What follows belongs to an exercise in optimizing a design on an open flow for small area, a short achievable clock period and few clock cycles; a production flow would make more cautious choices.
At most, simulation tests tie the RTL to the original design; equivalence was not proved.

==> flow/design.v <==
module demosaic(clk, reset, in_en, data_in, wr_r, addr_r, wdata_r, rdata_r, wr_g, addr_g, wdata_g, rdata_g, wr_b, addr_b, wdata_b, rdata_b, done);
input clk;
input reset;
input in_en;
input [7:0] data_in;
output reg wr_r;
output [13:0] addr_r;
output reg [7:0] wdata_r;
input [7:0] rdata_r;
output reg wr_g;
output reg [13:0] addr_g;
output [7:0] wdata_g;
input [7:0] rdata_g;
output reg wr_b;
output [13:0] addr_b;
output reg [7:0] wdata_b;
input [7:0] rdata_b;
output reg done;
reg        fill;
reg [6:0]  r;             
reg [7:0]  q;             
reg [3:0]  ph;            
reg        first;         
reg        second;        
reg [7:0]  rg, rx;        
reg [7:0]  xb;            
reg [9:0]  p;             
reg [8:0]  ya;            
reg [7:0]  half;          
reg [9:0]  d;             
reg [7:0]  xn;            
reg [7:0]  hv;            
reg [13:0] addr_rb;
assign wdata_g = p[9:2];
assign addr_r = addr_rb;
assign addr_b = addr_rb;
wire       odd  = r[0];
wire [7:0] rv   = rx;
wire [7:0] rh   = rx;
wire [6:0] rm1 = r - 7'd1;
wire [6:0] rp1 = r + 7'd1;
wire [6:0] qc  = q[6:0];
wire [6:0] qm4 = qc - 7'd4;
wire [6:0] qm1 = qc - 7'd1;
wire [6:0] qp1 = qc + 7'd1;
wire [6:0] qp2 = qc + 7'd2;
wire       last = q[7] & (q[6:1] == 6'd1);
wire       endc = ph[2] & last & (r == 7'd127);
wire [9:0] g_sum = p + {2'b0, rg};
wire [9:0] v_sum = {1'b0, ya} + {2'b0, rv};
wire [9:0] d_sum = d + {2'b0, rv};
wire [8:0] h_sum = {1'b0, xn} + {1'b0, rh};
wire       s_in = !fill;
wire       s_d  = fill & ph[2];
wire       s_hr = fill & !ph[2] & odd;    
wire       s_hb = fill & !ph[2] & !odd;   
wire [7:0] nd_r = ({8{s_in}} & data_in) | ({8{s_hr}} & half) | ({8{s_hb}} & hv);
wire [7:0] nd_b = ({8{s_in}} & data_in) | ({8{s_hb}} & half) | ({8{s_hr}} & hv);
always @(posedge clk) begin
    rg <= rdata_g;
    rx <= (odd ^ ph[3]) ? rdata_r : rdata_b;
    wdata_r <= nd_r | ({8{s_d}} & d_sum[9:2]);
    wdata_b <= nd_b | ({8{s_d}} & d_sum[9:2]);
end
always @(posedge clk) begin
    if (reset) begin
        fill <= 1'b0;
        r <= 7'd0;
        q <= 8'd0;
        ph <= 4'd0;
        first <= 1'b1;
        second <= 1'b0;
        done <= 1'b0;
        wr_r <= 1'b0;
        wr_g <= 1'b0;
        wr_b <= 1'b0;
        addr_g <= 14'd0;
        addr_rb <= 14'd0;
    end else if (!fill) begin
        addr_g <= {r, qc};
        addr_rb <= {r, qc};
        p <= {data_in, 2'b00};
        wr_g <= in_en & (r[0] == qc[0]);
        wr_r <= in_en & !r[0] & qc[0];
        wr_b <= in_en & r[0] & !qc[0];
        if (in_en) begin
            q[6:0] <= qp1;
            if (qc == 7'd127) begin
                r <= rp1;
                if (r == 7'd127) begin
                    fill <= 1'b1;
                    ph <= 4'b1000;
                end
            end
        end
    end else begin
        ph <= {ph[2:0], ph[3]};
        wr_r <= 1'b0;
        wr_g <= 1'b0;
        wr_b <= 1'b0;
        if (ph[3]) addr_g <= first ? {r, qc} : {rm1, qm1};
        if (ph[0]) addr_g <= {rp1, qm1};
        if (ph[1]) begin
            addr_g <= {r, qp2};
            if (first) xb <= rg; else p <= g_sum;
        end
        if (ph[2]) begin
            addr_g <= {r, qm1};
            wr_g <= !first;
            p <= g_sum;
        end
        if (ph[3]) begin
            p <= {2'b0, xb} + {2'b0, rg};
            xb <= rg;
        end
        if (ph[3]) addr_rb <= {rm1, qc};
        if (ph[0]) begin
            addr_rb <= {rp1, qc};
            xn <= rh;
            hv <= h_sum[8:1];
        end
        if (ph[1]) begin
            addr_rb <= {r, qm4};
            wr_r <= !first & !second;
            wr_b <= !first & !second;
            d <= v_sum;
            half <= ya[8:1];
            ya <= {1'b0, rv};
        end
        if (ph[2]) begin
            addr_rb <= {r, qm1};
            wr_r <= !first & odd;
            wr_b <= !first & !odd;
            ya <= v_sum[8:0];
            q <= last ? {7'd0, rp1[0]} : q + 8'd2;
            if (last) r <= rp1;
            first <= last;
            second <= first;
        end
        if (done || endc) begin
            wr_r <= 1'b0; wr_g <= 1'b0; wr_b <= 1'b0;
        end
        if (endc) done <= 1'b1;
    end
end
endmodule
Settings: LEC_CHECK=0, CAP_MARGIN=20, CORE_MARGIN=2, CORE_UTILIZATION=40, CTS_BUF_LIST=sky130_fd_sc_hd__clkbuf_4 sky130_fd_sc_hd__clkbuf_8, PLACE_DENSITY=0.6, SETUP_SLACK_MARGIN=3.0, SLEW_MARGIN=20, TNS_END_PERCENT=10; clock period 5.0 ns.
standard.sh (not shown) runs the stock make flow with config.mk's settings and CLKGATE_MAP_FILE= SYNTH_SCRIPT=/design/flow/synth_recipe.tcl, a recipe that flattens the netlist after the stock synthesis.
==> flow/flow/run.sh <==
#!/bin/bash
# The standard layout (the standard.sh, unchanged synthesis), except that
# the port buffers that global placement inserts on every input and output
# are sky130_fd_sc_hd__buf_1 rather than the default cell.
set -euo pipefail
export BUFFER_PORTS_ARGS="-buffer_cell sky130_fd_sc_hd__buf_1"
bash standard.sh finish > make_finish.log 2>&1
Testbench counts at the start, summed over its fixed seeds: cycles 802,816.
Next try:
--- a/flow/design.v
+++ b/flow/design.v
@@ -6,11 +6,11 @@
 output reg wr_r;
 output [13:0] addr_r;
 output reg [7:0] wdata_r;
 input [7:0] rdata_r;
 output reg wr_g;
-output reg [13:0] addr_g;
+output [13:0] addr_g;
 output [7:0] wdata_g;
 input [7:0] rdata_g;
 output reg wr_b;
 output [13:0] addr_b;
 output reg [7:0] wdata_b;
@@ -28,24 +28,25 @@
 reg [8:0]  ya;            
 reg [7:0]  half;          
 reg [9:0]  d;             
 reg [7:0]  xn;            
 reg [7:0]  hv;            
-reg [13:0] addr_rb;
+reg [6:0]  arow;          
+reg [6:0]  gcol, rbcol;   
 assign wdata_g = p[9:2];
-assign addr_r = addr_rb;
-assign addr_b = addr_rb;
+assign addr_g = {arow, gcol};
+assign addr_r = {arow, rbcol};
+assign addr_b = {arow, rbcol};
 wire       odd  = r[0];
 wire [7:0] rv   = rx;
 wire [7:0] rh   = rx;
-wire [6:0] rm1 = r - 7'd1;
 wire [6:0] rp1 = r + 7'd1;
 wire [6:0] qc  = q[6:0];
-wire [6:0] qm4 = qc - 7'd4;
-wire [6:0] qm1 = qc - 7'd1;
 wire [6:0] qp1 = qc + 7'd1;
-wire [6:0] qp2 = qc + 7'd2;
+wire [6:0] roff = ph[3] ? 7'h7f : ph[0] ? 7'd1 : 7'd0;
+wire [6:0] gco  = ph[1] ? 7'd2 : (ph[3] | ph[0] | (ph[2] & !first)) ? 7'h7f : 7'd0;
+wire [6:0] rbo  = ph[1] ? 7'h7c : ph[2] ? 7'h7f : 7'd0;
 wire       last = q[7] & (q[6:1] == 6'd1);
 wire       endc = ph[2] & last & (r == 7'd127);
 wire [9:0] g_sum = p + {2'b0, rg};
 wire [9:0] v_sum = {1'b0, ya} + {2'b0, rv};
 wire [9:0] d_sum = d + {2'b0, rv};
@@ -72,15 +73,17 @@
         second <= 1'b0;
         done <= 1'b0;
         wr_r <= 1'b0;
         wr_g <= 1'b0;
         wr_b <= 1'b0;
-        addr_g <= 14'd0;
-        addr_rb <= 14'd0;
+        arow <= 7'd0;
+        gcol <= 7'd0;
+        rbcol <= 7'd0;
     end else if (!fill) begin
-        addr_g <= {r, qc};
-        addr_rb <= {r, qc};
+        arow <= r + roff;
+        gcol <= qc + gco;
+        rbcol <= qc + rbo;
         p <= {data_in, 2'b00};
         wr_g <= in_en & (r[0] == qc[0]);
         wr_r <= in_en & !r[0] & qc[0];
         wr_b <= in_en & r[0] & !qc[0];
         if (in_en) begin
@@ -96,41 +99,35 @@
     end else begin
         ph <= {ph[2:0], ph[3]};
         wr_r <= 1'b0;
         wr_g <= 1'b0;
         wr_b <= 1'b0;
-        if (ph[3]) addr_g <= first ? {r, qc} : {rm1, qm1};
-        if (ph[0]) addr_g <= {rp1, qm1};
-        if (ph[1]) begin
-            addr_g <= {r, qp2};
-            if (first) xb <= rg; else p <= g_sum;
-        end
+        arow <= r + roff;
+        gcol <= qc + gco;
+        rbcol <= qc + rbo;
+        if (ph[1]) p <= g_sum;
         if (ph[2]) begin
-            addr_g <= {r, qm1};
             wr_g <= !first;
             p <= g_sum;
         end
         if (ph[3]) begin
-            p <= {2'b0, xb} + {2'b0, rg};
+            p <= second ? {2'b0, rg} : {2'b0, xb} + {2'b0, rg};
             xb <= rg;
         end
-        if (ph[3]) addr_rb <= {rm1, qc};
+        if (ph[0] && second) p <= g_sum;
         if (ph[0]) begin
-            addr_rb <= {rp1, qc};
             xn <= rh;
             hv <= h_sum[8:1];
         end
         if (ph[1]) begin
-            addr_rb <= {r, qm4};
             wr_r <= !first & !second;
             wr_b <= !first & !second;
             d <= v_sum;
             half <= ya[8:1];
             ya <= {1'b0, rv};
         end
         if (ph[2]) begin
-            addr_rb <= {r, qm1};
             wr_r <= !first & odd;
             wr_b <= !first & !odd;
             ya <= v_sum[8:0];
             q <= last ? {7'd0, rp1[0]} : q + 8'd2;
             if (last) r <= rp1;
What happened:
- The new run passed the timing, design-rule and antenna checks
- wire length shrinks by about 20%
- area after synthesis came out lower by 7.4%
- synthesized cell count drops by 11%
- cell area drops by about 6%
- utilization climbs by 0.61 points
- flip-flop and latch count came out lower by 7
- fmax drops by 8.4%
- count of clock-buffer cells in the layout goes down by 4
Testbench counts after the change, summed over its fixed seeds: cycles 802,816.


// demosaic: RTL as listed in full above, without the edits since
Settings: LEC_CHECK=0, CAP_MARGIN=20, CORE_MARGIN=2, CORE_UTILIZATION=40, PLACE_DENSITY=0.6, SETUP_SLACK_MARGIN=3.0, SLEW_MARGIN=20, TNS_END_PERCENT=10; clock period 5.0 ns.
Scripts as last shown in full above: flow/flow/run.sh
Testbench counts at the start, summed over its fixed seeds: cycles 802,816.
Edit:
--- a/flow/design.v
+++ b/flow/design.v
@@ -25,14 +25,13 @@
 reg [7:0]  rg, rx;        
 reg [7:0]  xb;            
 reg [9:0]  p;             
 reg [8:0]  ya;            
 reg [7:0]  half;          
 reg [9:0]  d;             
-reg [7:0]  xn;            
-reg [7:0]  hv;            
+reg [7:0]  xn, xp;        
 reg [13:0] addr_rb;
 assign wdata_g = p[9:2];
 assign addr_r = addr_rb;
 assign addr_b = addr_rb;
 wire       odd  = r[0];
 wire [7:0] rv   = rx;
@@ -46,24 +45,20 @@
 wire [6:0] qp2 = qc + 7'd2;
 wire       last = q[7] & (q[6:1] == 6'd1);
 wire       endc = ph[2] & last & (r == 7'd127);
 wire [9:0] g_sum = p + {2'b0, rg};
 wire [9:0] v_sum = {1'b0, ya} + {2'b0, rv};
 wire [9:0] d_sum = d + {2'b0, rv};
-wire [8:0] h_sum = {1'b0, xn} + {1'b0, rh};
-wire       s_in = !fill;
-wire       s_d  = fill & ph[2];
-wire       s_hr = fill & !ph[2] & odd;    
-wire       s_hb = fill & !ph[2] & !odd;   
-wire [7:0] nd_r = ({8{s_in}} & data_in) | ({8{s_hr}} & half) | ({8{s_hb}} & hv);
-wire [7:0] nd_b = ({8{s_in}} & data_in) | ({8{s_hb}} & half) | ({8{s_hr}} & hv);
+wire [8:0] h_sum = {1'b0, xp} + {1'b0, xn};
+wire [7:0] v_wdata = ph[1] ? half : d_sum[9:2];
+wire [7:0] h_wdata = h_sum[8:1];
 always @(posedge clk) begin
     rg <= rdata_g;
     rx <= (odd ^ ph[3]) ? rdata_r : rdata_b;
-    wdata_r <= nd_r | ({8{s_d}} & d_sum[9:2]);
-    wdata_b <= nd_b | ({8{s_d}} & d_sum[9:2]);
+    wdata_r <= !fill ? data_in : odd ? v_wdata : h_wdata;
+    wdata_b <= !fill ? data_in : odd ? h_wdata : v_wdata;
 end
 always @(posedge clk) begin
     if (reset) begin
         fill <= 1'b0;
         r <= 7'd0;
         q <= 8'd0;
@@ -114,13 +109,13 @@
             xb <= rg;
         end
         if (ph[3]) addr_rb <= {rm1, qc};
         if (ph[0]) begin
             addr_rb <= {rp1, qc};
             xn <= rh;
-            hv <= h_sum[8:1];
+            xp <= xn;
         end
         if (ph[1]) begin
             addr_rb <= {r, qm4};
             wr_r <= !first & !second;
             wr_b <= !first & !second;
             d <= v_sum;
What happened: The new run produced a clean layout; design area goes down by 2.4%; die area goes down by about 2.5%; worst setup slack is worse by 0.39 ns; global-route usage goes down by 1.3 points; register-to-register slack is worse by 0.39 ns; non-clock buffer count goes down by 7.
Function not checked in the second run of this note: the RTL went through the layout flow alone.

separate check: timing with driven ports:
How much do the figures lean on ideal ports? The routed layouts below were timed once more, with nothing changed but the port constraints.
Step 1, drivers: a clkbuf_16 drives clk and a buf_2 each remaining input, both assumed.
Step 2 moves the port delays by t, midway between the first and last clock arrival at a register: inputs arrive t later, outputs are due t later. That takes back most of the time a late clock gives input paths.
Slacks: ideal / step 1 / step 2; pairs: ideal / step 1.
run | shift t [ns] | slack for setup (ns) | clock arrival spread, ns
the first run of note 1 | 0.496 | 2.903 / 2.903 / 2.568 | 0.012 / 0.012
the second run of note 1 | 0.506 | 2.712 / 2.712 / 2.289 | 0.014 / 0.013
the first run of note 2 | 0.466 | 2.912 / 2.912 / 2.575 | 0.010 / 0.011
the second run of note 2 | 0.467 | 2.522 / 2.522 / 2.366 | 0.011 / 0.011
After both steps setup and hold are still met in every run listed. The setup slack of the second run of note 1, which loses most, moves by 0.000 ns with the drivers and by -0.423 ns with both steps.
